Source: an optimization exercise on an open RTL-to-GDS flow (aim: small area). Production flows keep margins and buffers that such runs may drop.
In this exercise RTL edits were held to simulation tests only and were not proved equivalent to the original.

==> build 25: inputs <==
==> flow/design.v <==
module mux
(input [9:0] q,
 input sh, b,
 output [9:0] out);
assign out = sh ? {q[8:0], b} : q;
endmodule
module somador
(input [8:0] X,
 input s, a,
 output [9:0] q);
wire w1 = (s & X[0]) ^ (a & X[0]);
wire w2 = (s & X[0]) & (a & X[0]);
wire w3 = (a & X[1]) ^ (w2);
wire w4 = (a & X[1]) & (w2);
wire w5 = (s & X[1] & ~X[0]) ^ (a & X[2]) ^ (w4);
wire w6 = ((s & X[1] & ~X[0]) & (a & X[2])) | ((w4) & ((s & X[1] & ~X[0]) ^ (a & X[2])));
wire w7 = (s & X[0] & X[1]) ^ (s & X[0] & X[2]) ^ (a & X[3]);
wire w8 = ((s & X[0] & X[1]) & (s & X[0] & X[2])) | ((a & X[3]) & ((s & X[0] & X[1]) ^ (s & X[0] & X[2])));
wire w9 = (w6) ^ (w7);
wire w10 = (w6) & (w7);
wire w11 = (s & X[2] & ~X[1]) ^ (s & X[0] & X[3]) ^ (a & X[4]);
wire w12 = ((s & X[2] & ~X[1]) & (s & X[0] & X[3])) | ((a & X[4]) & ((s & X[2] & ~X[1]) ^ (s & X[0] & X[3])));
wire w13 = (w8) ^ (w10) ^ (w11);
wire w14 = ((w8) & (w10)) | ((w11) & ((w8) ^ (w10)));
wire w15 = (s & X[1] & X[2]) ^ (s & X[0] & X[4]) ^ (s & X[1] & X[3]);
wire w16 = ((s & X[1] & X[2]) & (s & X[0] & X[4])) | ((s & X[1] & X[3]) & ((s & X[1] & X[2]) ^ (s & X[0] & X[4])));
wire w17 = (a & X[5]) ^ (w12) ^ (w14);
wire w18 = ((a & X[5]) & (w12)) | ((w14) & ((a & X[5]) ^ (w12)));
wire w19 = (w15) ^ (w17);
wire w20 = (w15) & (w17);
wire w21 = (s & X[3] & ~X[2]) ^ (s & X[0] & X[5]) ^ (s & X[1] & X[4]);
wire w22 = ((s & X[3] & ~X[2]) & (s & X[0] & X[5])) | ((s & X[1] & X[4]) & ((s & X[3] & ~X[2]) ^ (s & X[0] & X[5])));
wire w23 = (a & X[6]) ^ (w16) ^ (w18);
wire w24 = ((a & X[6]) & (w16)) | ((w18) & ((a & X[6]) ^ (w16)));
wire w25 = (w20) ^ (w21) ^ (w23);
wire w26 = ((w20) & (w21)) | ((w23) & ((w20) ^ (w21)));
wire w27 = (s & X[2] & X[3]) ^ (s & X[0] & X[6]) ^ (s & X[1] & X[5]);
wire w28 = ((s & X[2] & X[3]) & (s & X[0] & X[6])) | ((s & X[1] & X[5]) & ((s & X[2] & X[3]) ^ (s & X[0] & X[6])));
wire w29 = (s & X[2] & X[4]) ^ (a & X[7]) ^ (w22);
wire w30 = ((s & X[2] & X[4]) & (a & X[7])) | ((w22) & ((s & X[2] & X[4]) ^ (a & X[7])));
wire w31 = (w24) ^ (w26) ^ (w27);
wire w32 = ((w24) & (w26)) | ((w27) & ((w24) ^ (w26)));
wire w33 = (w29) ^ (w31);
wire w34 = (w29) & (w31);
wire w35 = (s & X[4] & ~X[3]) ^ (s & X[0] & X[7]) ^ (s & X[1] & X[6]);
wire w36 = ((s & X[4] & ~X[3]) & (s & X[0] & X[7])) | ((s & X[1] & X[6]) & ((s & X[4] & ~X[3]) ^ (s & X[0] & X[7])));
wire w37 = (s & X[2] & X[5]) ^ (a & X[8]) ^ (w28);
wire w38 = ((s & X[2] & X[5]) & (a & X[8])) | ((w28) & ((s & X[2] & X[5]) ^ (a & X[8])));
wire w39 = (w30) ^ (w32) ^ (w34);
wire w40 = ((w30) & (w32)) | ((w34) & ((w30) ^ (w32)));
wire w41 = (w35) ^ (w37) ^ (w39);
wire w42 = ((w35) & (w37)) | ((w39) & ((w35) ^ (w37)));
wire w43 = (s & X[3] & X[4]) ^ (s & X[0] & X[8]) ^ (s & X[1] & X[7]);
wire w44 = (s & X[2] & X[6]) ^ (s & X[3] & X[5]) ^ (w36);
wire w45 = (w38) ^ (w40) ^ (w42);
wire w46 = (w43) ^ (w44) ^ (w45);
assign q[0] = w1;
assign q[1] = w3;
assign q[2] = w5;
assign q[3] = w9;
assign q[4] = w13;
assign q[5] = w19;
assign q[6] = w25;
assign q[7] = w33;
assign q[8] = w41;
assign q[9] = w46;
endmodule
module display
(input [9:0] res,
output [6:0] display0, display1, display2, display3);
function [3:0] a3(input [3:0] d);
	case (d)
		4'd0: a3=4'd0; 4'd1: a3=4'd1; 4'd2: a3=4'd2; 4'd3: a3=4'd3; 4'd4: a3=4'd4;
		4'd5: a3=4'd8; 4'd6: a3=4'd9; 4'd7: a3=4'd10; 4'd8: a3=4'd11; 4'd9: a3=4'd12;
		default: a3=4'bxxxx;
	endcase
endfunction
wire [3:0] c1 = a3({1'b0,res[9:7]});
wire [3:0] c2 = a3({c1[2:0],res[6]});
wire [3:0] c3 = a3({c2[2:0],res[5]});
wire [3:0] c4 = a3({c3[2:0],res[4]});
wire [3:0] d1 = a3({1'b0,c1[3],c2[3],c3[3]});
wire [3:0] c5 = a3({c4[2:0],res[3]});
wire [3:0] d2 = a3({d1[2:0],c4[3]});
wire [3:0] c6 = a3({c5[2:0],res[2]});
wire [3:0] d3 = a3({d2[2:0],c5[3]});
wire [3:0] e1 = a3({1'b0,d1[3],d2[3],d3[3]});
wire [3:0] c7 = a3({c6[2:0],res[1]});
wire [3:0] d4 = a3({d3[2:0],c6[3]});
wire [3:0] ones = {c7[2:0],res[0]};
wire [3:0] tens = {d4[2:0],c7[3]};
wire [3:0] hund = {e1[2:0],d4[3]};
wire th = e1[3];
seg7 s0(ones, display0); seg7 s1(tens, display1); seg7 s2(hund, display2);
assign display3 = {1'b1, th, th, th, 2'b00, th};
endmodule
module seg7(input [3:0] d, output reg [6:0] s);
always @(*)
	case (d)
		4'd0: s = 7'b1000000;
		4'd1: s = 7'b1111001;
		4'd2: s = 7'b0100100;
		4'd3: s = 7'b0110000;
		4'd4: s = 7'b0011001;
		4'd5: s = 7'b0010010;
		4'd6: s = 7'b0000010;
		4'd7: s = 7'b1011000;
		4'd8: s = 7'b0000000;
		4'd9: s = 7'b0010000;
		default: s = 7'bxxxxxxx;
	endcase
endmodule
module bo
(output [6:0] d0, d1, d2, d3,
 input ldx,
 input s, a, sh, b,
 input clock,
 input [9:0] X);
reg [8:0] regX;
always @(posedge clock)
	if (ldx)
		regX <= X[8:0];
wire [9:0] q, v;
somador sum(.X(regX), .s(s), .a(a), .q(q));
mux m(.q(q), .sh(sh), .b(b), .out(v));
display dis(.res(v), .display0(d0), .display1(d1), .display2(d2), .display3(d3));
endmodule
module bc
(input clock, start,
 output flag,
 output ldx,             
 output s, a, sh, b);    
localparam R0  = 4'd0,  RX2 = 4'd1,  R2X = 4'd2,  RP  = 4'd3,
           RP1 = 4'd4,  A   = 4'd5,  B   = 4'd6,  S2  = 4'd7,
           S3  = 4'd8,  S4  = 4'd9,  S5  = 4'd10, S6  = 4'd11,
           S7  = 4'd12;
reg [3:0] state;
always @(posedge clock)
	if (start)
		case (state)
			A, B:    state <= S2;
			S2:      state <= S3;
			S3:      state <= S4;
			S4:      state <= S5;
			S5:      state <= S6;
			S6:      state <= S7;
			S7:      state <= B;
			default: state <= A;
		endcase
	else
		case (state)
			S3, S4:  state <= RX2;
			S5:      state <= R2X;
			S6:      state <= RP;
			S7:      state <= RP1;
			default: state <= R0;
		endcase
reg [3:0] c;
always @(*)
	case (state)
		RX2, S4, S5: c = 4'b1000;    
		R2X, S6:     c = 4'b0110;    
		RP, S7:      c = 4'b1110;    
		RP1, B:      c = 4'b1111;    
		default:     c = 4'b0000;    
	endcase
assign {s, a, sh, b} = c;
assign flag = (state == R0) | (state == RX2) | (state == R2X) |
              (state == RP) | (state == RP1) | (state == B);
assign ldx = !(state == S3 || state == S4 || state == S5 ||
               state == S6 || state == S7);
endmodule
module main
(input clk,
input start,
input[9:0] x,
output flag,
output [6:0] hex0, hex1, hex2, hex3);
wire ldx, s, a, sh, b;
bc comandBlock(.clock(clk), .start(start), .flag(flag), .ldx(ldx), .s(s), .a(a), .sh(sh), .b(b));
bo operatorBlock(.d0(hex0), .d1(hex1), .d2(hex2), .d3(hex3), .ldx(ldx), .s(s), .a(a), .sh(sh), .b(b), .clock(clk), .X(x));
endmodule
==> flow/run.sh <==
#!/bin/bash
# synth_recipe.tcl (not shown) runs the flow's synth.tcl, then flattens the netlist and writes it again
# the make line also repeats each setting of config.mk as NAME=value (left out here)
make -C /OpenROAD-flow-scripts/flow DESIGN_CONFIG=/design/flow/config.mk WORK_HOME=/design/flow/orfs CLKGATE_MAP_FILE= SYNTH_SCRIPT=/design/flow/synth_recipe.tcl finish
==> flow/config.mk <==
export PLATFORM = sky130hd
export DESIGN_NAME = main
export DESIGN_NICKNAME = main
export VERILOG_FILES = /design/flow/design.v
export SDC_FILE = /design/flow/constraint.sdc
export NUM_CORES = 4
export LEC_CHECK = 0
export ABC_AREA = 1
export CAP_MARGIN = 20
export CORE_MARGIN = 2
export CORE_UTILIZATION = 40
export SLEW_MARGIN = 20
==> flow/constraint.sdc <==
create_clock -name core_clock -period 16.0 [get_ports {clk}]
set_input_delay 3.2000 -clock core_clock [delete_from_list [all_inputs] [get_ports {clk}]]
set_output_delay 3.2000 -clock core_clock [all_outputs]
set_load 0.01 [all_outputs]
==> build 16 (differences from build 25) <==
==> flow/flow/run.sh (new file) <==
#!/bin/bash
# Standard layout with two changes: after the standard synthesis every
# combinational cell is set to its smallest drive strength (the flow's own
# repair steps size up whatever needs it), and the port buffers are buf_1.
set -euo pipefail
R=orfs/results/$FLOW_PLATFORM/main/base
bash standard.sh synth > synth.log 2>&1
cp $R/1_2_yosys.v 1_2_yosys.std.v
python3 flow/downsize.py $FLOW_HOME/platforms/$FLOW_PLATFORM/lib/sky130_fd_sc_hd__tt_025C_1v80.lib \
    1_2_yosys.std.v $R/1_2_yosys.v > downsize.log 2>&1
bash standard.sh 'BUFFER_PORTS_ARGS=-buffer_cell sky130_fd_sc_hd__buf_1' finish > layout.log 2>&1
==> flow/flow/downsize.py (new file) <==
# Rewrites a mapped netlist with each combinational cell X_N replaced by the
# smallest-area drive strength of X that has the same pins. Flip-flops keep
# their cell (their drive strength may change, but is left as is here).
import re, sys
lib, src, dst = sys.argv[1:4]
t = open(lib).read()
cells = {}
for m in re.finditer(r'\n\s*cell\s*\(\s*"?(\w+)"?\s*\)\s*\{', t):
    name = m.group(1)
    body = t[m.end():m.end() + 20000]
    nxt = re.search(r'\n\s*cell\s*\(', body)
    if nxt: body = body[:nxt.start()]
    area = float(re.search(r'area\s*:\s*([\d.]+)', body).group(1))
    pins = tuple(sorted(re.findall(r'\n\s*pin\s*\(\s*"?(\w+)"?\s*\)', body)))
    seq = bool(re.search(r'\bff\s*\(|\blatch\s*\(|statetable', body))
    cells[name] = (area, pins, seq)
dont = set()
def family(n):
    m = re.match(r'(sky130_fd_sc_hd__\w+?)_(\d+)$', n)
    return m.group(1) if m else None
best = {}
for n, (a, p, s) in cells.items():
    f = family(n)
    if f is None or s or 'lpflow' in n or 'probe' in n: continue
    k = (f, p)
    if k not in best or a < cells[best[k]][0]:
        best[k] = n
v = open(src).read()
count = {}
out = []
for line in v.split('\n'):
    m = re.match(r'^(\s*)(sky130_fd_sc_hd__\w+)(\s.*)$', line)
    if m:
        n = m.group(2)
        if n in cells and not cells[n][2]:
            f = family(n)
            if f and not f.endswith('conb'):
                b = best.get((f, cells[n][1]), n)
                if b != n:
                    count[(n, b)] = count.get((n, b), 0) + 1
                    line = m.group(1) + b + m.group(3)
    out.append(line)
open(dst, 'w').write('\n'.join(out))
for (a, b), c in sorted(count.items()):
    print(a, '->', b, c)
==> flow/standard.sh (new file) <==
#!/bin/bash
# synth_recipe.tcl (not shown) runs the flow's synth.tcl, then flattens the netlist and writes it again
# the make line also repeats each setting of config.mk as NAME=value (left out here)
make -C /OpenROAD-flow-scripts/flow DESIGN_CONFIG=/design/flow/config.mk WORK_HOME=/design/flow/orfs CLKGATE_MAP_FILE= SYNTH_SCRIPT=/design/flow/synth_recipe.tcl "${@:-finish}"
removed: flow/run.sh
==> comparison <==
In count of clock-buffer cells in the layout, build 16 and build 25 do not differ.
Against build 16, the first-iteration DRC count of build 25 is lower by about 24%.
Non-clock buffer count is the same in build 25 and build 16.

[static timing again, ports no longer ideal]
In the flow no input, the clock included, has a driving cell. The finished layouts below were timed again as built, in two steps. Step 1 (the two cells are an assumption about what drives the block):
set clk [get_ports {clk}]
set_driving_cell -lib_cell sky130_fd_sc_hd__clkbuf_16 $clk
set_driving_cell -lib_cell sky130_fd_sc_hd__buf_2 [delete_from_list [all_inputs] $clk]
Step 2 moves the port delays by t, midway between the first and last clock arrival at a register: inputs arrive t later, outputs are due t later. That takes back most of the time a late clock gives input paths. Three values: no drivers, after step 1, after step 2; two values: the first two.
| run | shift t [ns] | setup slack, ns | hold slack, ns | worst register clock-pin slew, ns |
|---|---|---|---|---|
| build 25 | 0.266 | 3.092 / 3.070 / 3.336 | 0.642 / 0.642 / 0.642 | 0.05 / 0.05 |
| build 16 | 0.264 | 2.610 / 2.587 / 2.851 | 0.649 / 0.649 / 0.649 | 0.05 / 0.05 |
After both steps every run listed still meets setup and hold.
